This design comes from an exercise in tuning for small area and a short achievable clock period on the open sky130 flow, not from production work. Where RTL was checked, it was by simulation tests only, not by an equivalence proof against the original. No activity file was given, so power comes from the tool's default toggle rates.

Setup of main:
==> flow/design.v (excerpt) <==
module alu(FPUCLK, RST, A, B, CTRL, OUT);
  input FPUCLK, RST;
  input [31:0] A, B;
  input [2:0] CTRL;
  output [31:0] OUT;
  ...
export LEC_CHECK = 0
export CAP_MARGIN = 20
export CELL_PAD_IN_SITES_DETAIL_PLACEMENT = 1
export CORE_MARGIN = 2
export CORE_UTILIZATION = 35
export SETUP_SLACK_MARGIN = 3.6
export SLEW_MARGIN = 20
export TNS_END_PERCENT = 5
create_clock -name core_clock -period 7.0 [get_ports {FPUCLK}]
standard.sh (not shown) runs the stock make flow with config.mk's settings and CLKGATE_MAP_FILE= SYNTH_SCRIPT=/design/flow/synth_recipe.tcl, a recipe that flattens the netlist after the stock synthesis.
==> flow/flow/run.sh <==
#!/bin/bash
set -euo pipefail
cd "$(dirname "$0")/.."
export BUFFER_PORTS_ARGS="-buffer_cell sky130_fd_sc_hd__buf_2"
export SYNTH_ARGS="-noabc"
bash standard.sh > standard_flow.log 2>&1
main: PASS, flow complete, no timing, DRC or antenna violations
Edits applied to the flow inputs when going from main to the feature branch:
--- a/flow/design.v
+++ b/flow/design.v
@@ -7,60 +7,55 @@
   wire mul0 = CTRL[1], sub0 = CTRL[0];
   wire sa = A[31], sb = B[31];
   wire [7:0] ea = A[30:23], eb = B[30:23];
   wire [22:0] fa = A[22:0], fb = B[22:0];
   wire a_inf = &ea, b_inf = &eb;
   wire a_zero = ~|A, b_zero = ~|B;
   wire [7:0] dab = ea - eb;
+  wire [7:0] dba = eb - ea;
   wire d_zero = (ea == eb);
   wire f_lt = (fa < fb);
   wire sp_b = a_zero;             
   wire sp_a = ~a_zero & b_zero;   
   wire sel_b = sp_b | (~sp_a & (dab[7] | (d_zero & f_lt)));
+  wire [7:0] sh = dab[7] ? dba : dab;
+  wire sh_big = (sh > 8'd23) | sp_a | sp_b;
   wire swap = ~mul0 & sel_b;
   wire eff_sub = sa ^ sb ^ sub0;
   wire inf_s_add = a_inf ? sa : sb;
   wire [7:0] e_mul = ea + eb + 8'h81;
   wire s_mul = sa ^ sb;
-  reg [22:0] nma, nmb;      
-  reg r1_swap, r1_mul, r1_sub, r1_sa, r1_sb, r1_inf, r1_zero;
-  reg [7:0] r1_d;
-  reg r1_sp;
+  reg [22:0] ma, mb;        
+  reg r1_swap, r1_mul, r1_sub, r1_shbig, r1_sa, r1_sb, r1_inf, r1_zero;
+  reg [4:0] r1_sh;
   reg [7:0] r1_ea, r1_eb;
   always @(posedge FPUCLK) begin
-    nma <= ~fa;
-    nmb <= ~fb;
+    ma <= fa;
+    mb <= fb;
     r1_swap <= swap;
     r1_mul <= mul0;
     r1_sub <= ~mul0 & eff_sub;
-    r1_d <= dab;
-    r1_sp <= sp_a | sp_b;
+    r1_shbig <= sh_big;
+    r1_sh <= sh[4:0];
     r1_ea <= mul0 ? e_mul : ea;
     r1_eb <= eb;
     r1_sa <= mul0 ? s_mul : ((a_inf | b_inf) ? inf_s_add : sa);
     r1_sb <= (a_inf | b_inf) ? inf_s_add : (sp_b ? (sb | sub0) : (sb ^ sub0));
     r1_inf <= a_inf | b_inf;
     r1_zero <= mul0 & (a_zero | b_zero);
   end
-  wire [22:0] ma = ~nma, mb = ~nmb;
   wire [22:0] xa = r1_swap ? mb : ma;
   wire [22:0] xb = r1_swap ? ma : mb;
   wire [23:0] big = {1'b1, xa};
-  wire neg = r1_d[7];
-  wire [6:0] u = r1_d[6:0] ^ {7{neg}};
-  wire [4:0] r1_sh = u[4:0];
-  wire r1_shbig = (|u[6:5]) | (&u[4:3]) | (neg & (u[4:0] == 5'd23)) | r1_sp;
-  wire [23:0] sh0 = {1'b1, xb};
+  wire [23:0] sh0 = r1_shbig ? 24'd0 : {1'b1, xb};
   wire [23:0] sh1 = r1_sh[0] ? {1'b0, sh0[23:1]} : sh0;
   wire [23:0] sh2 = r1_sh[1] ? {2'b0, sh1[23:2]} : sh1;
   wire [23:0] sh3 = r1_sh[2] ? {4'b0, sh2[23:4]} : sh2;
   wire [23:0] sh4 = r1_sh[3] ? {8'b0, sh3[23:8]} : sh3;
-  wire [23:0] sh5 = r1_sh[4] ? {16'b0, sh4[23:16]} : sh4;
-  wire [23:0] sh6 = neg ? {1'b0, sh5[23:1]} : sh5;
-  wire [23:0] sml = r1_shbig ? 24'd0 : sh6;
+  wire [23:0] sml = r1_sh[4] ? {16'b0, sh4[23:16]} : sh4;
   wire [23:0] smx = sml ^ {24{r1_sub}};
   assign s1 = mb[0] ^ (ma[22] & mb[1]) ^ (ma[21] & mb[2]);
   assign c2 = (mb[0] & (ma[22] & mb[1])) | (mb[0] & (ma[21] & mb[2])) | ((ma[22] & mb[1]) & (ma[21] & mb[2]));
   assign s3 = (ma[20] & mb[3]) ^ (ma[19] & mb[4]) ^ (ma[18] & mb[5]);
   assign c4 = ((ma[20] & mb[3]) & (ma[19] & mb[4])) | ((ma[20] & mb[3]) & (ma[18] & mb[5])) | ((ma[19] & mb[4]) & (ma[18] & mb[5]));
   assign s5 = (ma[17] & mb[6]) ^ (ma[16] & mb[7]);
   assign c6 = (ma[17] & mb[6]) & (ma[16] & mb[7]);
Results
The feature branch completed; timing, DRC and antenna clean
Power: the feature branch vs main down 0.00030 W
Route | the feature branch vs main | wire longer in the feature branch
Part of the Yosys area used for sequential elements came out lower on the feature branch than on main.
The feature branch vs main — fmax climbed by more than 10%
The feature branch ended up with a higher number of buffer and inverter stages on the critical path than main did.
The feature branch against main: worst setup slack shows an increase of 0.47 ns; utilization roughly the same; synthesis-to-layout area growth rose 0.59 points.
Function not checked in main: the RTL went through the layout flow alone.

Setup of the previous run:
alu, a different RTL version from the one above (not shown whole).
Size in the first run: ~2000 cells after synthesis, ~250 flip-flops, ~100 I/O pins.
export LEC_CHECK = 0
export CAP_MARGIN = 20
export CELL_PAD_IN_SITES_DETAIL_PLACEMENT = 1
export CORE_MARGIN = 2
export CORE_UTILIZATION = 35
export SETUP_SLACK_MARGIN = 4
export SLEW_MARGIN = 20
export TNS_END_PERCENT = 5
create_clock -name core_clock -period 7.0 [get_ports {FPUCLK}]
Scripts as last shown in full above: flow/flow/run.sh
diff inputs: the previous run => the current run
--- a/flow/design.v
+++ b/flow/design.v
@@ -18,33 +18,32 @@
   wire sel_b = sp_b | (~sp_a & (dab[7] | (d_zero & f_lt)));
   wire swap = ~mul0 & sel_b;
   wire eff_sub = sa ^ sb ^ sub0;
   wire inf_s_add = a_inf ? sa : sb;
   wire [7:0] e_mul = ea + eb + 8'h81;
   wire s_mul = sa ^ sb;
-  reg [22:0] nma, nmb;      
+  reg [22:0] ma, mb;        
   reg r1_swap, r1_mul, r1_sub, r1_sa, r1_sb, r1_inf, r1_zero;
   reg [7:0] r1_d;
   reg r1_sp;
   reg [7:0] r1_ea, r1_eb;
   always @(posedge FPUCLK) begin
-    nma <= ~fa;
-    nmb <= ~fb;
+    ma <= fa;
+    mb <= fb;
     r1_swap <= swap;
     r1_mul <= mul0;
     r1_sub <= ~mul0 & eff_sub;
     r1_d <= dab;
     r1_sp <= sp_a | sp_b;
     r1_ea <= mul0 ? e_mul : ea;
     r1_eb <= eb;
     r1_sa <= mul0 ? s_mul : ((a_inf | b_inf) ? inf_s_add : sa);
     r1_sb <= (a_inf | b_inf) ? inf_s_add : (sp_b ? (sb | sub0) : (sb ^ sub0));
     r1_inf <= a_inf | b_inf;
     r1_zero <= mul0 & (a_zero | b_zero);
   end
-  wire [22:0] ma = ~nma, mb = ~nmb;
   wire [22:0] mg = mb & {23{r1_mul}};
   wire [22:0] mag = ma & {23{r1_mul}};
   wire [22:0] xa = r1_swap ? mb : ma;
   wire [22:0] xb = r1_swap ? ma : mb;
   wire [23:0] big = {1'b1, xa};
   wire neg = r1_d[7];
--- outcome ---
- Going from the previous run to the current run, sum of routed wire length over all layers rose 4.7%; synthesized cell count climbed 46; complex-gate fraction of the synthesized area shows an increase of 0.65 points; count of non-CTS inverters in the layout saw a decrease.
- End of the critical path: r2_m[17] -> the current run, r3_m[24] -> the previous run
- On worst hold slack: between the current run and the previous run, it ends up lower for the current run.
- met1 track demand over resource, the current run and the previous run, lower one = the current run.
No functional check of the RTL was part of any run of this note.

Another version of the RTL of alu (not shown whole).
Size: ~2600 cells after synthesis, roughly 100 I/O pins, roughly 21000 sq um of cells after synthesis.
==> flow/config.mk <==
export PLATFORM = sky130hd
export DESIGN_NAME = alu
export DESIGN_NICKNAME = alu
export VERILOG_FILES = /design/flow/design.v
export SDC_FILE = /design/flow/constraint.sdc
export NUM_CORES = 4
export LEC_CHECK = 0
export CAP_MARGIN = 20
export CELL_PAD_IN_SITES_DETAIL_PLACEMENT = 1
export CORE_MARGIN = 2
export CORE_UTILIZATION = 35
export SETUP_SLACK_MARGIN = 4
export SLEW_MARGIN = 20
export TNS_END_PERCENT = 5
==> flow/constraint.sdc <==
create_clock -name core_clock -period 7.0 [get_ports {FPUCLK}]
set_input_delay 1.4000 -clock core_clock [delete_from_list [all_inputs] [get_ports {FPUCLK}]]
set_output_delay 1.4000 -clock core_clock [all_outputs]
set_load 0.01 [all_outputs]
==> flow/flow/run.sh <==
#!/bin/bash
set -euo pipefail
cd "$(dirname "$0")/.."
export BUFFER_PORTS_ARGS="-buffer_cell sky130_fd_sc_hd__buf_2"
bash standard.sh > standard_flow.log 2>&1
Next try:
--- a/flow/design.v
+++ b/flow/design.v
@@ -7,41 +7,38 @@
   wire mul0 = CTRL[1], sub0 = CTRL[0];
   wire sa = A[31], sb = B[31];
   wire [7:0] ea = A[30:23], eb = B[30:23];
   wire [22:0] fa = A[22:0], fb = B[22:0];
   wire a_inf = &ea, b_inf = &eb;
   wire a_zero = ~|A, b_zero = ~|B;
-  wire [7:0] ex = ea + (eb ^ {8{~mul0}}) + 8'd1;
-  wire [7:0] dab = ex;
-  wire neg = dab[7];
-  wire [6:0] u = dab[6:0] ^ {7{neg}};    
+  wire [7:0] dab = ea - eb;
+  wire [7:0] dba = eb - ea;
   wire d_zero = (ea == eb);
   wire f_lt = (fa < fb);
   wire sp_b = a_zero;             
   wire sp_a = ~a_zero & b_zero;   
   wire sel_b = sp_b | (~sp_a & (dab[7] | (d_zero & f_lt)));
-  wire sh_big = (|u[6:5]) | (&u[4:3]) | (neg & (u[4:0] == 5'd23)) | sp_a | sp_b;
+  wire [7:0] sh = dab[7] ? dba : dab;
+  wire sh_big = (sh > 8'd23) | sp_a | sp_b;
   wire swap = ~mul0 & sel_b;
   wire eff_sub = sa ^ sb ^ sub0;
   wire inf_s_add = a_inf ? sa : sb;
-  wire [7:0] e_mul = ex ^ 8'h80;
+  wire [7:0] e_mul = ea + eb + 8'h81;
   wire s_mul = sa ^ sb;
   reg [22:0] ma, mb;        
   reg r1_swap, r1_mul, r1_sub, r1_shbig, r1_sa, r1_sb, r1_inf, r1_zero;
   reg [4:0] r1_sh;
-  reg r1_neg;
   reg [7:0] r1_ea, r1_eb;
   always @(posedge FPUCLK) begin
     ma <= fa;
     mb <= fb;
     r1_swap <= swap;
     r1_mul <= mul0;
     r1_sub <= ~mul0 & eff_sub;
     r1_shbig <= sh_big;
-    r1_sh <= u[4:0];
-    r1_neg <= neg;
+    r1_sh <= sh[4:0];
     r1_ea <= mul0 ? e_mul : ea;
     r1_eb <= eb;
     r1_sa <= mul0 ? s_mul : ((a_inf | b_inf) ? inf_s_add : sa);
     r1_sb <= (a_inf | b_inf) ? inf_s_add : (sp_b ? (sb | sub0) : (sb ^ sub0));
     r1_inf <= a_inf | b_inf;
     r1_zero <= mul0 & (a_zero | b_zero);
@@ -51,14 +48,13 @@
   wire [23:0] big = {1'b1, xa};
   wire [23:0] sh0 = r1_shbig ? 24'd0 : {1'b1, xb};
   wire [23:0] sh1 = r1_sh[0] ? {1'b0, sh0[23:1]} : sh0;
   wire [23:0] sh2 = r1_sh[1] ? {2'b0, sh1[23:2]} : sh1;
   wire [23:0] sh3 = r1_sh[2] ? {4'b0, sh2[23:4]} : sh2;
   wire [23:0] sh4 = r1_sh[3] ? {8'b0, sh3[23:8]} : sh3;
-  wire [23:0] sh5 = r1_sh[4] ? {16'b0, sh4[23:16]} : sh4;
-  wire [23:0] sml = r1_neg ? {1'b0, sh5[23:1]} : sh5;
+  wire [23:0] sml = r1_sh[4] ? {16'b0, sh4[23:16]} : sh4;
   wire [23:0] smx = sml ^ {24{r1_sub}};
   assign x3 = mb[0] ^ (ma[22] & mb[1]);
   assign s1 = x3 ^ (ma[21] & mb[2]);
   assign c2 = x3 ? (ma[21] & mb[2]) : mb[0];
   assign x6 = (ma[20] & mb[3]) ^ (ma[19] & mb[4]);
   assign s4 = x6 ^ (ma[18] & mb[5]);
=>
- utilization came out higher by 0.33 points
- wire length went up by 1.6%
- via count increases by 0.79%
- total power decreases by 2.5%
- maximum frequency came out higher by 1.2%
- die area stays flat
No run of this note included a check of the RTL's function; only the layout flow was run.

## what the ideal ports hide
No port has a modelled driver above. Below, the same layouts with a new extraction and two added sets of constraints. Step 1 sets driving cells, clkbuf_16 on the clock port and buf_2 on the other inputs (assumed; they add their load-dependent delay and slew). Step 2 adds t to the input delays and takes it off the output delays; t is the mean of the earliest and latest rising clock arrival at the registers after step 1. Input paths then give back, and output paths get back, about the clock's delay inside the block. a / b / c = no drivers / after step 1 / after step 2; a / b = the first two.
run | t (ns) | setup WS [ns] | latest minus earliest clock arrival (ns) | worst register clock-pin slew, ns
main | 0.638 | 3.068 / 3.068 / 3.019 | 0.014 / 0.014 | 0.07 / 0.07
the feature branch | 0.617 | 3.541 / 3.541 / 2.983 | 0.015 / 0.016 | 0.07 / 0.07
the previous run | 0.635 | 3.291 / 3.291 / 3.036 | 0.017 / 0.017 | 0.07 / 0.07
the current run | 0.631 | 3.283 / 3.283 / 2.974 | 0.032 / 0.032 | 0.07 / 0.07
the first run of note 3 | 0.609 | 3.396 / 3.396 / 3.030 | 0.022 / 0.022 | 0.07 / 0.07
the second run of note 3 | 0.615 | 3.440 / 3.478 / 2.863 | 0.027 / 0.027 | 0.08 / 0.08
After both steps setup and hold are still met in every run listed. For the second run of note 3, which loses most, drivers alone change the setup slack by +0.038 ns; drivers and shift together by -0.577 ns.
